From an optimization exercise on the open Yosys and OpenROAD flow, aimed at small area, a short achievable clock period and few clock cycles; shortcuts taken in it are not production practice. The RTL was checked by simulation tests, not by an equivalence proof against the original design. Power figures rest on the tool's default switching activity, not on a simulated workload.

Design Mult, start of the top module:
module Mult (
    input wire clk,
    input wire reset_total,
    input wire reset_local,
    input wire [31:0] operand_A_in,
    input wire [31:0] operand_B_in,
    output wire [31:0] product_Hi_out,
    output wire [31:0] product_Lo_out,
    output wire done
);
    localparam G  = 4;                 
    localparam W  = 2 * G;             
    localparam NG = (32 + W - 1) / W;  
    localparam NW = W + 33;            
    localparam NU = 64 - NW;           
    localparam NS = NW + 3;            
    reg  [NU-1:0] U;                   
    reg  [NW-1:0] S, C;                
    reg  [2:0]    q;                   
    reg  [NG-1:0] R;                   
    reg           swap;                
    reg  [G-1:0]  d_one, d_two, d_neg;  
    wire start = reset_local;
    wire busy  = |R;
    wire [NG-1:0] TA, TB;
    assign TA[0] = |operand_A_in;
    assign TB[0] = |operand_B_in;
    genvar j, k;
    generate
        for (j = 1; j < NG; j = j + 1) begin : g_t
            wire [32-W*j:0] ha = operand_A_in[31:W*j-1];
            wire [32-W*j:0] hb = operand_B_in[31:W*j-1];
            assign TA[j] = ~(&ha | ~|ha);
            assign TB[j] = ~(&hb | ~|hb);
        end
    endgenerate
    wire [NG-1:0] T0    = TA & TB;
    wire          swap0 = |(TB & ~TA);
    wire [NG-1:0] Rn  = R >> 1;
    wire [NG-1:0] oh  = start ? (T0 & ~(T0 >> 1)) : (Rn & ~(Rn >> 1));
    wire [W*NG:0] ae  = {{(W*NG-32){operand_A_in[31]}}, operand_A_in, 1'b0};
  ...
Settings: LEC_CHECK=0, ABC_AREA=1, CAP_MARGIN=20, CORE_MARGIN=2, CORE_UTILIZATION=40, SETUP_SLACK_MARGIN=0.3, SLEW_MARGIN=20; clock period 4.0 ns.
run.sh (not shown) runs the stock make flow with config.mk's settings and CLKGATE_MAP_FILE= SYNTH_SCRIPT=/design/flow/synth_recipe.tcl, a recipe that flattens the netlist after the stock synthesis.
The first run produced a clean layout.
Testbench counts at the start, summed over its fixed seeds: cycles 9,022.
Rerun with:
ABC_AREA = default   (was 1)
SETUP_SLACK_MARGIN = default   (was 0.3)
Now the flow completed, yet does not pass: negative setup slack.
Wire length falls by about 14%.
Die area fell by 7.6%.
Total power goes up by 0.68%.

The RTL this note starts from:
==> flow/design.v <==
module Mult (
    input wire clk,
    input wire reset_total,
    input wire reset_local,
    input wire [31:0] operand_A_in,
    input wire [31:0] operand_B_in,
    output wire [31:0] product_Hi_out,
    output wire [31:0] product_Lo_out,
    output wire done
);
    localparam G  = 4;                 
    localparam W  = 2 * G;             
    localparam NG = (32 + W - 1) / W;  
    localparam NW = W + 33;            
    localparam NU = 64 - NW;           
    localparam NS = NW + 3;            
    reg  [NU-1:0] U;                   
    reg  [NW-1:0] S, C;                
    reg  [2:0]    q;                   
    reg  [NG-1:0] R;                   
    reg           swap;                
    reg  [G-1:0]  d_one, d_two, d_neg;  
    reg           first;               
    wire start = reset_local;
    wire busy  = |R;
    wire [NG-1:0] TA, TB;
    assign TA[0] = |operand_A_in;
    assign TB[0] = |operand_B_in;
    genvar j, k;
    generate
        for (j = 1; j < NG; j = j + 1) begin : g_t
            wire [32-W*j:0] ha = operand_A_in[31:W*j-1];
            wire [32-W*j:0] hb = operand_B_in[31:W*j-1];
            assign TA[j] = ~(&ha | ~|ha);
            assign TB[j] = ~(&hb | ~|hb);
        end
    endgenerate
    wire [NG-1:0] T0    = TA & TB;
    wire          swap0 = |(TB & ~TA);
    wire [NG-1:0] Rn  = R >> 1;
    wire [NG-1:0] oh  = start ? (T0 & ~(T0 >> 1)) : (Rn & ~(Rn >> 1));
    wire [W*NG:0] ae  = {{(W*NG-32){operand_A_in[31]}}, operand_A_in, 1'b0};
    wire [W*NG:0] be  = {{(W*NG-32){operand_B_in[31]}}, operand_B_in, 1'b0};
    reg  [W:0]    ga, gb;
    integer i;
    always @(*) begin
        ga = {(W+1){1'b0}};
        gb = {(W+1){1'b0}};
        for (i = 0; i < NG; i = i + 1) begin
            ga = ga | ({(W+1){oh[i]}} & ae[W*i +: W+1]);
            gb = gb | ({(W+1){oh[i]}} & be[W*i +: W+1]);
        end
    end
    wire       sw  = start ? swap0 : swap;
    wire [W:0] grp = sw ? ga : gb;
    wire [G-1:0] n_one, n_two, n_neg;
    generate
        for (k = 0; k < G; k = k + 1) begin : g_dec
            wire b0 = grp[2*k], b1 = grp[2*k+1], b2 = grp[2*k+2];
            assign n_one[k] = b1 ^ b0;
            assign n_two[k] = (b2 & ~b1 & ~b0) | (~b2 & b1 & b0);
            assign n_neg[k] = b2;
        end
    endgenerate
    wire [G-1:0] b_one, b_two, b_neg;
    wire [W:0]   blo = {operand_B_in[W-1:0], 1'b0};
    generate
        for (k = 0; k < G; k = k + 1) begin : g_bdec
            wire b0 = blo[2*k], b1 = blo[2*k+1], b2 = blo[2*k+2];
            assign b_one[k] = b1 ^ b0;
            assign b_two[k] = (b2 & ~b1 & ~b0) | (~b2 & b1 & b0);
            assign b_neg[k] = b2;
        end
    endgenerate
    wire [G-1:0] c_one = start ? b_one : d_one;
    wire [G-1:0] c_two = start ? b_two : d_two;
    wire [G-1:0] c_neg = start ? b_neg : d_neg;
    localparam [63:0] KC64 = 64'd0 - ((((64'd1 << (2 * G)) + 64'd8) / 64'd3) << 33);
    localparam [NS-1:0] KC = KC64[NS-1:0];
    wire [31:0] M  = (swap & ~start) ? operand_B_in : operand_A_in;  
    wire [33:0] m1 = {{2{M[31]}}, M};
    wire [33:0] m2 = {M[31], M, 1'b0};
    wire [NS-1:0] xs [0:G-1];
    reg  [W-1:0]  negbits;
    generate
        for (k = 0; k < G; k = k + 1) begin : g_pp
            wire [33:0] x = (({34{c_one[k]}} & m1) | ({34{c_two[k]}} & m2)) ^ {34{c_neg[k]}};
            if (k == 0) begin : g_first
                assign xs[k] = KC | {{(NS-36){1'b0}}, ~x[33], x[33], x[33], x[32:0]};
            end else begin : g_rest
                wire [NS-1:0] xe = {{(NS-34){1'b0}}, ~x[33], x[32:0]};
                assign xs[k] = xe << (2 * k);
            end
        end
    endgenerate
    always @(*) begin
        negbits = {W{1'b0}};
        for (i = 0; i < G; i = i + 1) negbits[2*i] = c_neg[i];
    end
    wire          clr = start | first;
    wire [NW-W-1:0] sl = clr ? {(NW-W){1'b0}} : S[NW-W-1:0];
    wire [NW-W-1:0] cl = clr ? {(NW-W){1'b0}} : C[NW-W-1:0];
    wire [NS-1:0] a0 = {{3{1'b0}}, sl, negbits};
    wire [NS-1:0] a1 = {{3{1'b0}}, cl, {W{1'b0}}};
    reg  [NS-1:0] ns, nc;
    wire [2:0]    nq = ns[NS-1:NW] + nc[NS-1:NW];   
    wire [2:0]    nq0 = {3{~nc[NW]}};
    function [2*NS-1:0] csa;
        input [NS-1:0] x, y, z;
        csa = {x ^ y ^ z, ((x & y) | (x & z) | (y & z)) << 1};
    endfunction
    generate
        if (G == 4) begin : g_t4
            always @(*) begin : b_t4
                reg [NS-1:0] s1, c1, s2, c2, s3, c3;
                {s1, c1} = csa(xs[0], xs[1], xs[2]);
                {s2, c2} = csa(xs[3], a0, a1);
                {s3, c3} = csa(s1, c1, s2);
                {ns, nc} = csa(s3, c3, c2);
            end
        end else if (G == 3) begin : g_t3
            always @(*) begin : b_t3
                reg [NS-1:0] s1, c1, s2, c2;
                {s1, c1} = csa(xs[0], xs[1], xs[2]);
                {s2, c2} = csa(s1, c1, a0);
                {ns, nc} = csa(s2, c2, a1);
            end
        end else begin : g_t2
            always @(*) begin : b_t2
                reg [NS-1:0] s1, c1;
                {s1, c1} = csa(a0, a1, xs[0]);
                {ns, nc} = csa(s1, c1, xs[1]);
            end
        end
    endgenerate
    wire [NU-5:0] uh  = U[NU-1:4];
    wire [NU-5:0] uhp = uh + 1'b1;
    wire [NU-5:0] uhm = uh - 1'b1;
    wire [3:0]    ul  = U[3:0];
    wire          qm2 = (q == 3'b110);
    wire          qm1 = (q == 3'b111);
    wire          qz  = (q == 3'b000);
    wire          qp1 = (q == 3'b001);
    wire          qp2 = (q == 3'b010);
    wire          b0  = (qm1 & (ul == 4'd0)) | (qm2 & (ul <= 4'd1));
    wire          c0  = (qp1 & (ul == 4'd15)) | (qp2 & (ul >= 4'd14));
    wire          b1  = qm2 & (ul == 4'd0);
    wire          c1  = (qz & (ul == 4'd15)) | (qp1 & (ul >= 4'd14)) | (qp2 & (ul >= 4'd13));
    wire [3:0]    l0  = ul + {q[2], q};
    wire [3:0]    l1  = ul + {q[2], q} + 4'd1;
    wire [NU-1:0] uq0 = {(b0 ? uhm : c0 ? uhp : uh), l0};
    wire [NU-1:0] uq1 = {(b1 ? uhm : c1 ? uhp : uh), l1};
    wire [W:0]    hs;
    ks_add #(.N(W)) u_hs (.a(S[NW-1:NW-W]), .b(C[NW-1:NW-W]), .y(hs));
    wire [NU-1:0] u_it = {(hs[W] ? uq1[NU-W-1:0] : uq0[NU-W-1:0]), hs[W-1:0]};
    localparam NL = NW / 2;
    localparam NH = NW - NL;
    wire [NL:0]   zl;
    wire [NH:0]   zh0, zh1;
    ks_add #(.N(NL)) u_zl (.a(S[NL-1:0]), .b(C[NL-1:0]), .y(zl));
    ks_add #(.N(NH)) u_zh0 (.a(S[NW-1:NL]), .b(C[NW-1:NL]), .y(zh0));
    ks_add1 #(.N(NH)) u_zh1 (.a(S[NW-1:NL]), .b(C[NW-1:NL]), .y(zh1));
    wire [NW:0]   z = {(zl[NL] ? zh1 : zh0), zl[NL-1:0]};
    wire [NU-1:0] u_fn = z[NW] ? uq1 : uq0;
    always @(posedge clk) begin
        if (reset_total) begin
            R   <= {NG{1'b0}};
        end else if (start) begin
            R   <= TB[1] ? T0 : {NG{1'b0}};
        end else if (busy) begin
            R   <= Rn;
        end
        if (start) begin
            first <= 1'b1;
            swap  <= swap0;
        end else if (busy) begin
            first <= 1'b0;
        end
        if (start) begin
            U    <= {NU{1'b0}};
            S    <= ns[NW-1:0];
            C    <= nc[NW-1:0];
            q    <= nq0;
        end else if (busy) begin
            U    <= first ? {NU{1'b0}} : u_it;
            S    <= ns[NW-1:0];
            C    <= nc[NW-1:0];
            q    <= nq;
        end
        if (start | busy) begin
            d_one <= n_one;
            d_two <= n_two;
            d_neg <= n_neg;
        end
    end
    assign done = ~busy;
    wire [63:0] P = {u_fn, z[NW-1:0]};
    assign product_Hi_out = P[63:32];
    assign product_Lo_out = P[31:0];
endmodule
module ks_add #(parameter N = 8) (
    input  wire [N-1:0] a,
    input  wire [N-1:0] b,
    output wire [N:0]   y
);
    reg [N-1:0] g, p, g2, p2;
    integer i, d;
    always @(*) begin
        g = a & b;
        p = a | b;
        for (d = 1; d < N; d = d * 2) begin
            g2 = g;
            p2 = p;
            for (i = d; i < N; i = i + 1) begin
                g2[i] = g[i] | (p[i] & g[i-d]);
                p2[i] = p[i] & p[i-d];
            end
            g = g2;
            p = p2;
        end
    end
    assign y = {g[N-1], (a ^ b) ^ {g[N-2:0], 1'b0}};
endmodule
module ks_add1 #(parameter N = 8) (
    input  wire [N-1:0] a,
    input  wire [N-1:0] b,
    output wire [N:0]   y
);
    reg [N-1:0] g, p, g2, p2;
    integer i, d;
    always @(*) begin
        g = (a & b) | {{(N-1){1'b0}}, a[0] | b[0]};
        p = a | b;
        for (d = 1; d < N; d = d * 2) begin
            g2 = g;
            p2 = p;
            for (i = d; i < N; i = i + 1) begin
                g2[i] = g[i] | (p[i] & g[i-d]);
                p2[i] = p[i] & p[i-d];
            end
            g = g2;
            p = p2;
        end
    end
    assign y = {g[N-1], (a ^ b) ^ {g[N-2:0], 1'b1}};
endmodule
==> flow/config.mk <==
export PLATFORM = sky130hd
export DESIGN_NAME = Mult
export DESIGN_NICKNAME = Mult
export VERILOG_FILES = /design/flow/design.v
export SDC_FILE = /design/flow/constraint.sdc
export NUM_CORES = 4
export LEC_CHECK = 0
export ABC_AREA = 1
export CAP_MARGIN = 20
export CORE_MARGIN = 2
export CORE_UTILIZATION = 40
export SLEW_MARGIN = 20
==> flow/constraint.sdc <==
create_clock -name core_clock -period 4.0 [get_ports {clk}]
set_input_delay 0.8000 -clock core_clock [delete_from_list [all_inputs] [get_ports {clk}]]
set_output_delay 0.8000 -clock core_clock [all_outputs]
set_load 0.01 [all_outputs]
standard.sh (not shown) runs the stock make flow with config.mk's settings and CLKGATE_MAP_FILE= SYNTH_SCRIPT=/design/flow/synth_recipe.tcl, a recipe that flattens the netlist after the stock synthesis.
==> flow/flow/run.sh <==
#!/bin/bash
# The standard layout, with the smallest buffer on the ports instead of the
# delay-cell buffers buffer_ports picks by default.
set -e
cp standard.sh standard.sh.txt
export BUFFER_PORTS_ARGS="-buffer_cell sky130_fd_sc_hd__buf_1"
bash standard.sh > standard.log 2>&1
The starting point went through all stages and came out clean.
Testbench counts at the start, summed over its fixed seeds: cycles 8,404.
Next try:
Settings changed: CTS_BUF_LIST set to sky130_fd_sc_hd__clkbuf_8, PLACE_DENSITY set to 0.45.
Effect:
- total power barely changes
- count of clock-buffer cells in the layout does not change
- worst setup slack is better by 0.031 ns
- synthesized area does not change
- die area is unchanged
- critical path depth stays the same

static timing again, ports no longer ideal:
The results above use ideal ports. As a check the final layouts listed here were re-extracted and re-timed, cells and wires unchanged.
Step 1 (the two cells are an assumption about what drives the block):
set clk [get_ports {clk}]
set_driving_cell -lib_cell sky130_fd_sc_hd__clkbuf_16 $clk
set_driving_cell -lib_cell sky130_fd_sc_hd__buf_2 [delete_from_list [all_inputs] $clk]
Step 2 times the ports against the registers' clock, not the clock port: input delays grow and output delays shrink by t, the midpoint of the rising clock arrivals with the driver on.
a / b / c = ideal ports / drivers / drivers and shift; a / b = the first two.
| run | t (ns) | slack for setup (ns) | hold WS [ns] |
|---|---|---|---|
| the first run of note 1 | 0.489 | 0.277 / 0.221 / -0.023 | 0.499 / 0.499 / 0.499 |
| the second run of note 1 | 0.485 | -0.697 / -0.750 / -0.318 | 0.471 / 0.471 / 0.471 |
| the first run of note 2 | 0.491 | 0.155 / 0.101 / -0.127 | 0.517 / 0.517 / 0.517 |
| the second run of note 2 | 0.546 | 0.186 / 0.131 / -0.213 | 0.520 / 0.520 / 0.520 |
Met with ideal ports but missed after step 2: setup timing in the first run of note 1, the first run of note 2 and the second run of note 2. The setup slack of the second run of note 2, which loses most, moves by -0.055 ns with the drivers and by -0.399 ns with both steps.
